Background: an optimization exercise with open tools, aiming at small area, a short achievable clock period and few clock cycles. Do not read the settings as production practice.
Where RTL was checked, it was by simulation tests only, not by an equivalence proof against the original.
Power is estimated from default activity; no workload was simulated.

==> run Z <==
// FFT16_RTL
module FFT16_RTL (
    input             clk,
    input             reset,
    input             load_en,
    input      [31:0] serial_data_in,
    output reg [31:0] serial_data_out,
    output reg        data_out_valid,
    output reg        fft_done,
    output reg        fft_core_en
);
    reg [31:0] xr;
    reg        xv;                        
    reg [3:0]  idx;                       
    reg        g8, g12, xlast;            
    reg [2:0]  xj;
    always @(posedge clk) begin
        xr    <= serial_data_in;
        g8    <= idx[3];
        g12   <= idx[3] & idx[2];
        xlast <= (idx == 4'd15);
        xj    <= idx[2:0];
        if (reset) begin
            xv  <= 1'b0;
            idx <= 4'd0;
        end else begin
            xv <= load_en;
            if (load_en) idx <= idx + 4'd1;
        end
    end
    reg [31:0] Alo0, Alo1, Alo2, Alo3;    
    reg [31:0] Ahi0, Ahi1, Ahi2, Ahi3;    
    reg [31:0] B0, B1, B2, B3;            
    reg [31:0] Bd0, Bd1, Bd2, Bd3;        
    reg [31:0] Bt;                        
    wire [15:0] xre = xr[31:16], xim = xr[15:0];
    wire [15:0] lre = Alo0[31:16], lim = Alo0[15:0];
    wire [15:0] hre = Ahi0[31:16], him = Ahi0[15:0];
    wire [15:0] s3r = xre + (g8 ? lre : 16'd0) + (g12 ? hre : 16'd0);
    wire [15:0] s3i = xim + (g8 ? lim : 16'd0) + (g12 ? him : 16'd0);
    wire [31:0] sum3 = {s3r, s3i};
    wire [31:0] d1 = {lre - xre, lim - xim};
    wire [15:0] sa = hre ^ ~lre ^ ~xre;
    wire [15:0] ma = (hre & ~lre) | (hre & ~xre) | (~lre & ~xre);
    wire [15:0] sb = him ^ ~lim ^ ~xim;
  ...
clock: 10.0 ns
lec_check: 0
abc_clock_period_in_ps: 3000
cap_margin: 20
core_margin: 2
core_utilization: 60
setup_slack_margin: 5
slew_margin: 30
run.sh (not shown) runs the stock make flow with config.mk's settings and CLKGATE_MAP_FILE= SYNTH_SCRIPT=/design/flow/synth_recipe.tcl, a recipe that flattens the netlist after the stock synthesis.
==> run H: changes against run Z <==
--- a/flow/design.v
+++ b/flow/design.v
@@ -73,19 +73,17 @@
     output reg        fft_core_en
 );
     reg [31:0] xr;
     reg        xv;                        
     reg [3:0]  idx;                       
     reg        g8, g12, xlast;            
-    reg [2:0]  xj;
     always @(posedge clk) begin
         xr    <= serial_data_in;
         g8    <= idx[3];
         g12   <= idx[3] & idx[2];
         xlast <= (idx == 4'd15);
-        xj    <= idx[2:0];
         if (reset) begin
             xv  <= 1'b0;
             idx <= 4'd0;
         end else begin
             xv <= load_en;
             if (load_en) idx <= idx + 4'd1;
@@ -99,13 +97,14 @@
     wire [15:0] xre = xr[31:16], xim = xr[15:0];
     wire [15:0] lre = Alo0[31:16], lim = Alo0[15:0];
     wire [15:0] hre = Ahi0[31:16], him = Ahi0[15:0];
     wire [15:0] s3r = xre + (g8 ? lre : 16'd0) + (g12 ? hre : 16'd0);
     wire [15:0] s3i = xim + (g8 ? lim : 16'd0) + (g12 ? him : 16'd0);
     wire [31:0] sum3 = {s3r, s3i};
-    wire [31:0] d1 = {lre - xre, lim - xim};
+    wire [31:0] lsel = xv ? Alo1 : Alo0;
+    wire [31:0] d1 = {lsel[31:16] - serial_data_in[31:16], lsel[15:0] - serial_data_in[15:0]};
     wire [15:0] sa = hre ^ ~lre ^ ~xre;
     wire [15:0] ma = (hre & ~lre) | (hre & ~xre) | (~lre & ~xre);
     wire [15:0] sb = him ^ ~lim ^ ~xim;
     wire [15:0] mb = (him & ~lim) | (him & ~xim) | (~lim & ~xim);
     wire [31:0] d2a = {sa - ~{ma[14:0], 1'b1}, sb - ~{mb[14:0], 1'b1}};
     reg       run;
@@ -123,34 +122,33 @@
         end
     end
     reg        e2v;
     reg        e2last;                    
     wire [15:0] bre = B0[31:16], bim = B0[15:0];
     wire [15:0] tre = Bt[31:16], tim = Bt[15:0];
-    wire [31:0] e2sum = {bre + tre, bim + tim};
     wire [31:0] e2dif = {bre - tre, bim - tim};
     reg [31:0] Min;
     reg        Mv;
     reg        f_a, f_b, f_w, f_p, f_pj;   
     reg        f_sw;                       
     reg        f_na1, f_na2, f_nb1, f_nb2, f_w6;
     reg [6:0]  Mdst;    
     reg [2:0]  k;
     reg [31:0] msrc;
     reg [6:0]  mdst;
-    wire ld_s1 = xv & g8;
-    wire ld_a3 = run & (pc == 5'd1);
-    wire ld_a1 = run & (pc == 5'd2);
+    wire ld_s1 = load_en & idx[3];
+    wire ld_a3 = xv & xlast;
+    wire ld_a1 = run & (pc == 5'd1);
     wire ld_b3 = e2v & e2last;
-    wire ld_b1 = run & (pc == 5'd4);
+    wire ld_b1 = run & (pc == 5'd3);
     always @(*) begin
         if (ld_s1) begin
-            msrc = d1; k = xj;
-            mdst = xj[2] ? 7'b000_0010 : 7'b000_0001;
+            msrc = d1; k = idx[2:0];
+            mdst = idx[2] ? 7'b000_0010 : 7'b000_0001;
         end else if (ld_a3) begin
-            msrc = Alo3; k = 3'd6; mdst = 7'b000_0100;
+            msrc = d2a; k = 3'd6; mdst = 7'b000_0100;
         end else if (ld_a1) begin
             msrc = Alo1; k = 3'd2; mdst = 7'b000_1000;
         end else if (ld_b3) begin
             msrc = e2dif; k = 3'd6; mdst = 7'b001_0000;
         end else begin
             msrc = Bd1; k = 3'd2; mdst = 7'b010_0000;
@@ -204,41 +202,24 @@
         end else begin
             e2v <= Tdst[1];
             if (e2v) e2c <= e2c + 2'd1;
         end
         e2last <= Tdst[1] & (e2c == 2'd3 - {1'b0, e2v});
     end
-    always @(posedge clk) begin
-        if (xv) begin
-            Ahi0 <= Ahi1; Ahi1 <= Ahi2; Ahi2 <= Ahi3; Ahi3 <= sum3;
-            Alo0 <= Alo1; Alo1 <= Alo2; Alo2 <= Alo3; Alo3 <= g12 ? d2a : Ahi0;
-        end else begin
-            if (Tdst[3]) Alo1 <= mres;
-            if (Tdst[2]) Alo3 <= mres;
-        end
-        if (Tdst[1]) Bt <= mres;
-        if (Tdst[0] | e2v) begin
-            B0 <= B1; B1 <= B2; B2 <= B3; B3 <= Tdst[0] ? mres : e2sum;
-        end
-        if (e2v & e2c == 2'd0) Bd0 <= e2dif;
-        if (Tdst[5] | (e2v & e2c == 2'd1)) Bd1 <= Tdst[5] ? mres : e2dif;
-        if (e2v & e2c == 2'd2) Bd2 <= e2dif;
-        if (Tdst[4]) Bd3 <= mres;
-    end
     reg        oact;                      
     reg [3:0]  ok;                        
     reg [3:0]  orow;                      
     reg        rj;                        
     reg        xsel, ngr, ngq_r, ngs_r, ngq_i, ngs_i, ngr_i, k2r, kia, kib, kic, olast_n;
     wire [3:0] okn = oact ? ok + 4'd1 : 4'd0;
     wire [1:0] mdn = okn[3:2];            
     wire       rjn = okn[1];
     wire [1:0] nim = {1'b0, mdn[0] ^ rjn} + {1'b0, mdn[0] ^ mdn[1]} + {1'b0, mdn[1]};
     always @(posedge clk) begin
         if (reset) oact <= 1'b0;
-        else if (run & pc == 5'd3) oact <= 1'b1;
+        else if (run & pc == 5'd2) oact <= 1'b1;
         else if (ok == 4'd15) oact <= 1'b0;
         ok      <= okn;
         orow    <= 4'b0001 << okn[1:0];
         rj      <= rjn;
         xsel    <= mdn[0];
         ngr     <= mdn[0];
@@ -274,31 +255,52 @@
     wire [15:0] c1r = {m1r[14:0], k2r};
     wire [15:0] s1i = ai_ ^ bi_ ^ ci_;
     wire [15:0] m1i = (ai_ & bi_) | (ai_ & ci_) | (bi_ & ci_);
     wire [15:0] c1i = {m1i[14:0], kia};
     wire [15:0] m2r = (s1r & c1r) | (s1r & dr_) | (c1r & dr_);
     wire [15:0] m2i = (s1i & c1i) | (s1i & di_) | (c1i & di_);
+    wire [15:0] s2r = s1r ^ c1r ^ dr_;
+    wire [15:0] c2r = {m2r[14:0], k2r};
+    wire [15:0] s2i = s1i ^ c1i ^ di_;
+    wire [15:0] c2i = {m2i[14:0], kib};
+    wire [15:0] sum_r = (ov1 ? OSr : bre) + (ov1 ? OCr : tre);
+    wire [15:0] sum_i = (ov1 ? OSi : bim) + (ov1 ? OCi : tim) + {15'd0, ov1 & ocin};
+    wire [31:0] e2sum = {sum_r, sum_i};
     reg [15:0] OSr, OCr, OSi, OCi;
     reg        ov1, olast, ocin;
     always @(posedge clk) begin
-        OSr <= s1r ^ c1r ^ dr_;
-        OCr <= {m2r[14:0], k2r};
-        OSi <= s1i ^ c1i ^ di_;
-        OCi <= {m2i[14:0], kib};
-        ocin <= kic;
-        olast <= olast_n & oact;
-        ov1 <= reset ? 1'b0 : oact;
+        OSr <= s2r; OCr <= c2r; OSi <= s2i; OCi <= c2i;
+        ocin  <= kic;
+        olast <= oact & olast_n;
+        ov1   <= reset ? 1'b0 : oact;
     end
     always @(posedge clk) begin
-        if (ov1) serial_data_out <= {OSr + OCr, OSi + OCi + {15'd0, ocin}};
+        serial_data_out <= {sum_r, sum_i};
         if (reset) begin
             data_out_valid <= 1'b0;
             fft_done       <= 1'b0;
             fft_core_en    <= 1'b0;
         end else begin
             data_out_valid <= ov1;
             fft_done       <= ov1 & olast;
             if (load_en && idx == 4'd15) fft_core_en <= 1'b1;
             else if (ov1 & olast)        fft_core_en <= 1'b0;
         end
     end
+    always @(posedge clk) begin
+        if (xv) begin
+            Ahi0 <= Ahi1; Ahi1 <= Ahi2; Ahi2 <= Ahi3; Ahi3 <= sum3;
+            Alo0 <= Alo1; Alo1 <= Alo2; Alo2 <= Alo3; Alo3 <= g12 ? d2a : Ahi0;
+        end else begin
+            if (Tdst[3]) Alo1 <= mres;
+            if (Tdst[2]) Alo3 <= mres;
+        end
+        Bt <= mres;
+        if (Tdst[0] | e2v) begin
+            B0 <= B1; B1 <= B2; B2 <= B3; B3 <= Tdst[0] ? mres : e2sum;
+        end
+        if (e2v & e2c == 2'd0) Bd0 <= e2dif;
+        if (Tdst[5] | (e2v & e2c == 2'd1)) Bd1 <= Tdst[5] ? mres : e2dif;
+        if (e2v & e2c == 2'd2) Bd2 <= e2dif;
+        if (Tdst[4]) Bd3 <= mres;
+    end
 endmodule
==> flow/flow/run.sh (new file) <==
#!/bin/bash
set -euo pipefail
bash standard.sh SETUP_SLACK_MARGIN=6.1 finish > standard.log 2>&1
==> flow/standard.sh (new file) <==
#!/bin/bash
# synth_recipe.tcl (not shown) runs the flow's synth.tcl, then flattens the netlist and writes it again
# the make line also repeats each setting of config.mk as NAME=value (left out here)
make -C /OpenROAD-flow-scripts/flow DESIGN_CONFIG=/design/flow/config.mk WORK_HOME=/design/flow/orfs CLKGATE_MAP_FILE= SYNTH_SCRIPT=/design/flow/synth_recipe.tcl "${@:-finish}"
- ABC_CLOCK_PERIOD_IN_PS: 3000 -> unset
- CTS_BUF_LIST: unset -> sky130_fd_sc_hd__clkbuf_8
- CTS_CLUSTER_DIAMETER: unset -> 40
- CTS_CLUSTER_SIZE: unset -> 16
removed: flow/run.sh
==> qor summary <==
item                                                                                    run Z           run H
Multi-In Gates                                                                           3623            3559
Multi-input combinational area share                                                    50.2%           50.3%
Total GRT Usage                                                                         35.0%           37.0%
Met3 wire length                                                                     15300 µm        19800 µm
DRT iter0 DRCs                                                                           4640            4976
Post-cts gate resize count                                                                  0             103
Clock group total power                                                             0.00360 W       0.00345 W
M3 GR Usage                                                                             5.87%           9.75%
Via density per instance                                                                 6.21            6.12
Pin count of the biggest net entering global routing                                      153             101
H-tree levels                                                                               3               4
Status                                                                         finished clean  finished clean
Xor and xnor area share after synthesis                                                 7.87%           8.01%
Global-route met2 utilization                                                           55.9%           55.8%
Placer congestion estimate                                                              0.960           0.941
Basic-gate share of the synthesized area counting and, or, nand and nor cells           7.76%           7.81%
Via count of the first global-routing pass                                              41278           40276
Antenna cells                                                                               1               2
Area taken by flip-flops and latches                                               0.0232 mm²      0.0223 mm²
Count of flip-flops with a built-in enable after synthesis                                576             480
Adder-Cell Fraction of Synth Area                                                       22.7%           22.1%
Netlist area before placement                                                      0.0583 mm²      0.0562 mm²
Relative max-transition margin                                                          31.5%           26.8%
Least-Margin Pin Slew                                                                 1.03 ns         1.09 ns
P_int                                                                               0.00630 W       0.00613 W
Sum of buffers and inverters on the critical path                                           3               2
Switching fraction of total power                                                       25.0%           27.3%
Testbench counts of run H, summed over its fixed seeds: cycles 18,440.
Function not checked in run Z: the RTL went through the layout flow alone.

==> inputs of v13 <==
FFT16_RTL, a different RTL version from the one above (not shown whole).
Settings: LEC_CHECK=0, CAP_MARGIN=20, CORE_MARGIN=2, CORE_UTILIZATION=60, CTS_BUF_LIST=sky130_fd_sc_hd__clkbuf_8, CTS_CLUSTER_DIAMETER=50, CTS_CLUSTER_SIZE=20, SETUP_SLACK_MARGIN=5, SLEW_MARGIN=30; clock period 10.0 ns.
standard.sh (not shown) runs the stock make flow with config.mk's settings and CLKGATE_MAP_FILE= SYNTH_SCRIPT=/design/flow/synth_recipe.tcl, a recipe that flattens the netlist after the stock synthesis.
==> flow/flow/run.sh <==
#!/bin/bash
set -euo pipefail
bash standard.sh SETUP_SLACK_MARGIN=6.1 finish > standard.log 2>&1
==> v16 (differences from v13) <==
--- a/flow/design.v
+++ b/flow/design.v
@@ -120,17 +120,16 @@
             pc <= pc + 5'd1;
             if (pc == 5'd20) run <= 1'b0;
         end
     end
     reg        e2v;
     reg        e2last;                    
     wire [15:0] bre = B0[31:16], bim = B0[15:0];
     wire [15:0] tre = Bt[31:16], tim = Bt[15:0];
-    wire [31:0] e2sum = {bre + tre, bim + tim};
     wire [31:0] e2dif = {bre - tre, bim - tim};
     reg [31:0] Min;
     reg        Mv;
     reg        f_a, f_b, f_w, f_p, f_pj;   
     reg        f_sw;                       
     reg        f_na1, f_na2, f_nb1, f_nb2, f_w6;
     reg [6:0]  Mdst;    
     reg [2:0]  k;
@@ -201,33 +200,16 @@
             e2v <= 1'b0;
             e2c <= 2'd0;
         end else begin
             e2v <= Tdst[1];
             if (e2v) e2c <= e2c + 2'd1;
         end
         e2last <= Tdst[1] & (e2c == 2'd3 - {1'b0, e2v});
     end
-    always @(posedge clk) begin
-        if (xv) begin
-            Ahi0 <= Ahi1; Ahi1 <= Ahi2; Ahi2 <= Ahi3; Ahi3 <= sum3;
-            Alo0 <= Alo1; Alo1 <= Alo2; Alo2 <= Alo3; Alo3 <= g12 ? d2a : Ahi0;
-        end else begin
-            if (Tdst[3]) Alo1 <= mres;
-            if (Tdst[2]) Alo3 <= mres;
-        end
-        Bt <= mres;
-        if (Tdst[0] | e2v) begin
-            B0 <= B1; B1 <= B2; B2 <= B3; B3 <= Tdst[0] ? mres : e2sum;
-        end
-        if (e2v & e2c == 2'd0) Bd0 <= e2dif;
-        if (Tdst[5] | (e2v & e2c == 2'd1)) Bd1 <= Tdst[5] ? mres : e2dif;
-        if (e2v & e2c == 2'd2) Bd2 <= e2dif;
-        if (Tdst[4]) Bd3 <= mres;
-    end
     reg        oact;                      
     reg [3:0]  ok;                        
     reg [3:0]  orow;                      
     reg        rj;                        
     reg        xsel, ngr, ngq_r, ngs_r, ngq_i, ngs_i, ngr_i, k2r, kia, kib, kic, olast_n;
     wire [3:0] okn = oact ? ok + 4'd1 : 4'd0;
     wire [1:0] mdn = okn[3:2];            
     wire       rjn = okn[1];
@@ -275,30 +257,50 @@
     wire [15:0] m1i = (ai_ & bi_) | (ai_ & ci_) | (bi_ & ci_);
     wire [15:0] c1i = {m1i[14:0], kia};
     wire [15:0] m2r = (s1r & c1r) | (s1r & dr_) | (c1r & dr_);
     wire [15:0] m2i = (s1i & c1i) | (s1i & di_) | (c1i & di_);
     wire [15:0] s2r = s1r ^ c1r ^ dr_;
     wire [15:0] c2r = {m2r[14:0], k2r};
     wire [15:0] s2i = s1i ^ c1i ^ di_;
     wire [15:0] c2i = {m2i[14:0], kib};
+    wire [15:0] sum_r = (ov1 ? OSr : bre) + (ov1 ? OCr : tre);
+    wire [15:0] sum_i = (ov1 ? OSi : bim) + (ov1 ? OCi : tim) + {15'd0, ov1 & ocin};
+    wire [31:0] e2sum = {sum_r, sum_i};
     reg [15:0] OSr, OCr, OSi, OCi;
     reg        ov1, olast, ocin;
     always @(posedge clk) begin
         OSr <= s2r; OCr <= c2r; OSi <= s2i; OCi <= c2i;
         ocin  <= kic;
         olast <= oact & olast_n;
         ov1   <= reset ? 1'b0 : oact;
     end
     always @(posedge clk) begin
-        serial_data_out <= {OSr + OCr, OSi + OCi + {15'd0, ocin}};
+        serial_data_out <= {sum_r, sum_i};
         if (reset) begin
             data_out_valid <= 1'b0;
             fft_done       <= 1'b0;
             fft_core_en    <= 1'b0;
         end else begin
             data_out_valid <= ov1;
             fft_done       <= ov1 & olast;
             if (load_en && idx == 4'd15) fft_core_en <= 1'b1;
             else if (ov1 & olast)        fft_core_en <= 1'b0;
         end
     end
+    always @(posedge clk) begin
+        if (xv) begin
+            Ahi0 <= Ahi1; Ahi1 <= Ahi2; Ahi2 <= Ahi3; Ahi3 <= sum3;
+            Alo0 <= Alo1; Alo1 <= Alo2; Alo2 <= Alo3; Alo3 <= g12 ? d2a : Ahi0;
+        end else begin
+            if (Tdst[3]) Alo1 <= mres;
+            if (Tdst[2]) Alo3 <= mres;
+        end
+        Bt <= mres;
+        if (Tdst[0] | e2v) begin
+            B0 <= B1; B1 <= B2; B2 <= B3; B3 <= Tdst[0] ? mres : e2sum;
+        end
+        if (e2v & e2c == 2'd0) Bd0 <= e2dif;
+        if (Tdst[5] | (e2v & e2c == 2'd1)) Bd1 <= Tdst[5] ? mres : e2dif;
+        if (e2v & e2c == 2'd2) Bd2 <= e2dif;
+        if (Tdst[4]) Bd3 <= mres;
+    end
 endmodule
==> notes <==
- In v13 the first-iteration DRC count is higher than in v16, by about 20%.
- Of v13 and v16, v13 has the higher routed wire length (gap 10%, measured against v16).
- Sequential cell count is the same in v13 and v16.
- In v13 the clock-buffer cell count is higher than in v16, by 10.
- Against v16, the cell count of v13 is higher by about 3.6%.
- Between v13 and v16, the lower via count is in v16 (gap about 7%, measured against v16).
- Critical path depth is the same in v16 and v13.
==> figures <==
| quantity | v13 | v16 |
|---|---|---|
| GR met3 Demand/Resource | 8.51% | 10.7% |
| GRT met1 Usage | 51.4% | 50.8% |
| End of the critical path | Si[16] | Min[30] |
| Count of unique library cells instantiated by Yosys | 103 | 80 |
| Register-to-Register Setup Slack | 6140 ps | 6140 ps |
| Crit path max-delay cell type | fa_2 | clkdlybuf4s50_1 |
| Result of the run | complete, no violations | complete, no violations |
| Rel. slew slack | 30.0% | 20.0% |
| TritonCTS buffer count | 105 | 97 |
| Overall via count from detail_route | 43,364 | 40,665 |
| Global-route met2 utilization | 60.5% | 55.3% |
| Sequential share of power | 48.5% | 51.4% |
| Sequential share of cell area | 35.0% | 35.9% |
| Worst slack, placed | 4850 ps | 5060 ps |
| Via-to-Cell Ratio | 6.26 | 6.08 |
| Maximum number of pins on one net before global-route repair | 88 | 101 |
Testbench counts of v13, summed over its fixed seeds: cycles 18,440.
Testbench counts of v16, summed over its fixed seeds: cycles 18,440.

-- what the ideal ports hide --
The results above use ideal ports. As a check the final layouts listed here were re-extracted and re-timed, cells and wires unchanged.
Step 1 sets driving cells, clkbuf_16 on the clock port and buf_2 on the other inputs (assumed; they add their load-dependent delay and slew).
Step 2, shift: input delay + t, output delay - t, t = (earliest + latest rising clock arrival at the registers) / 2. This alone moves slack from input paths to output paths.
Three values: ideal ports, drivers, drivers and shift; two values: the first two.
run | t (ns) | setup slack, ns | worst setup path at the end | worst register clock-pin slew, ns
run Z | 0.746 | 5.314 / 5.314 / 5.314 | register to register | 0.07 / 0.07
run H | 0.879 | 6.131 / 6.131 / 5.302 | input to register | 0.10 / 0.10
v13 | 0.876 | 6.139 / 6.139 / 5.326 | input to register | 0.11 / 0.11
v16 | 0.838 | 6.131 / 6.138 / 5.340 | input to register | 0.11 / 0.11
After both steps every run listed still meets setup and hold. The setup slack of run H, which loses most, moves by 0.000 ns with the drivers and by -0.829 ns with both steps.
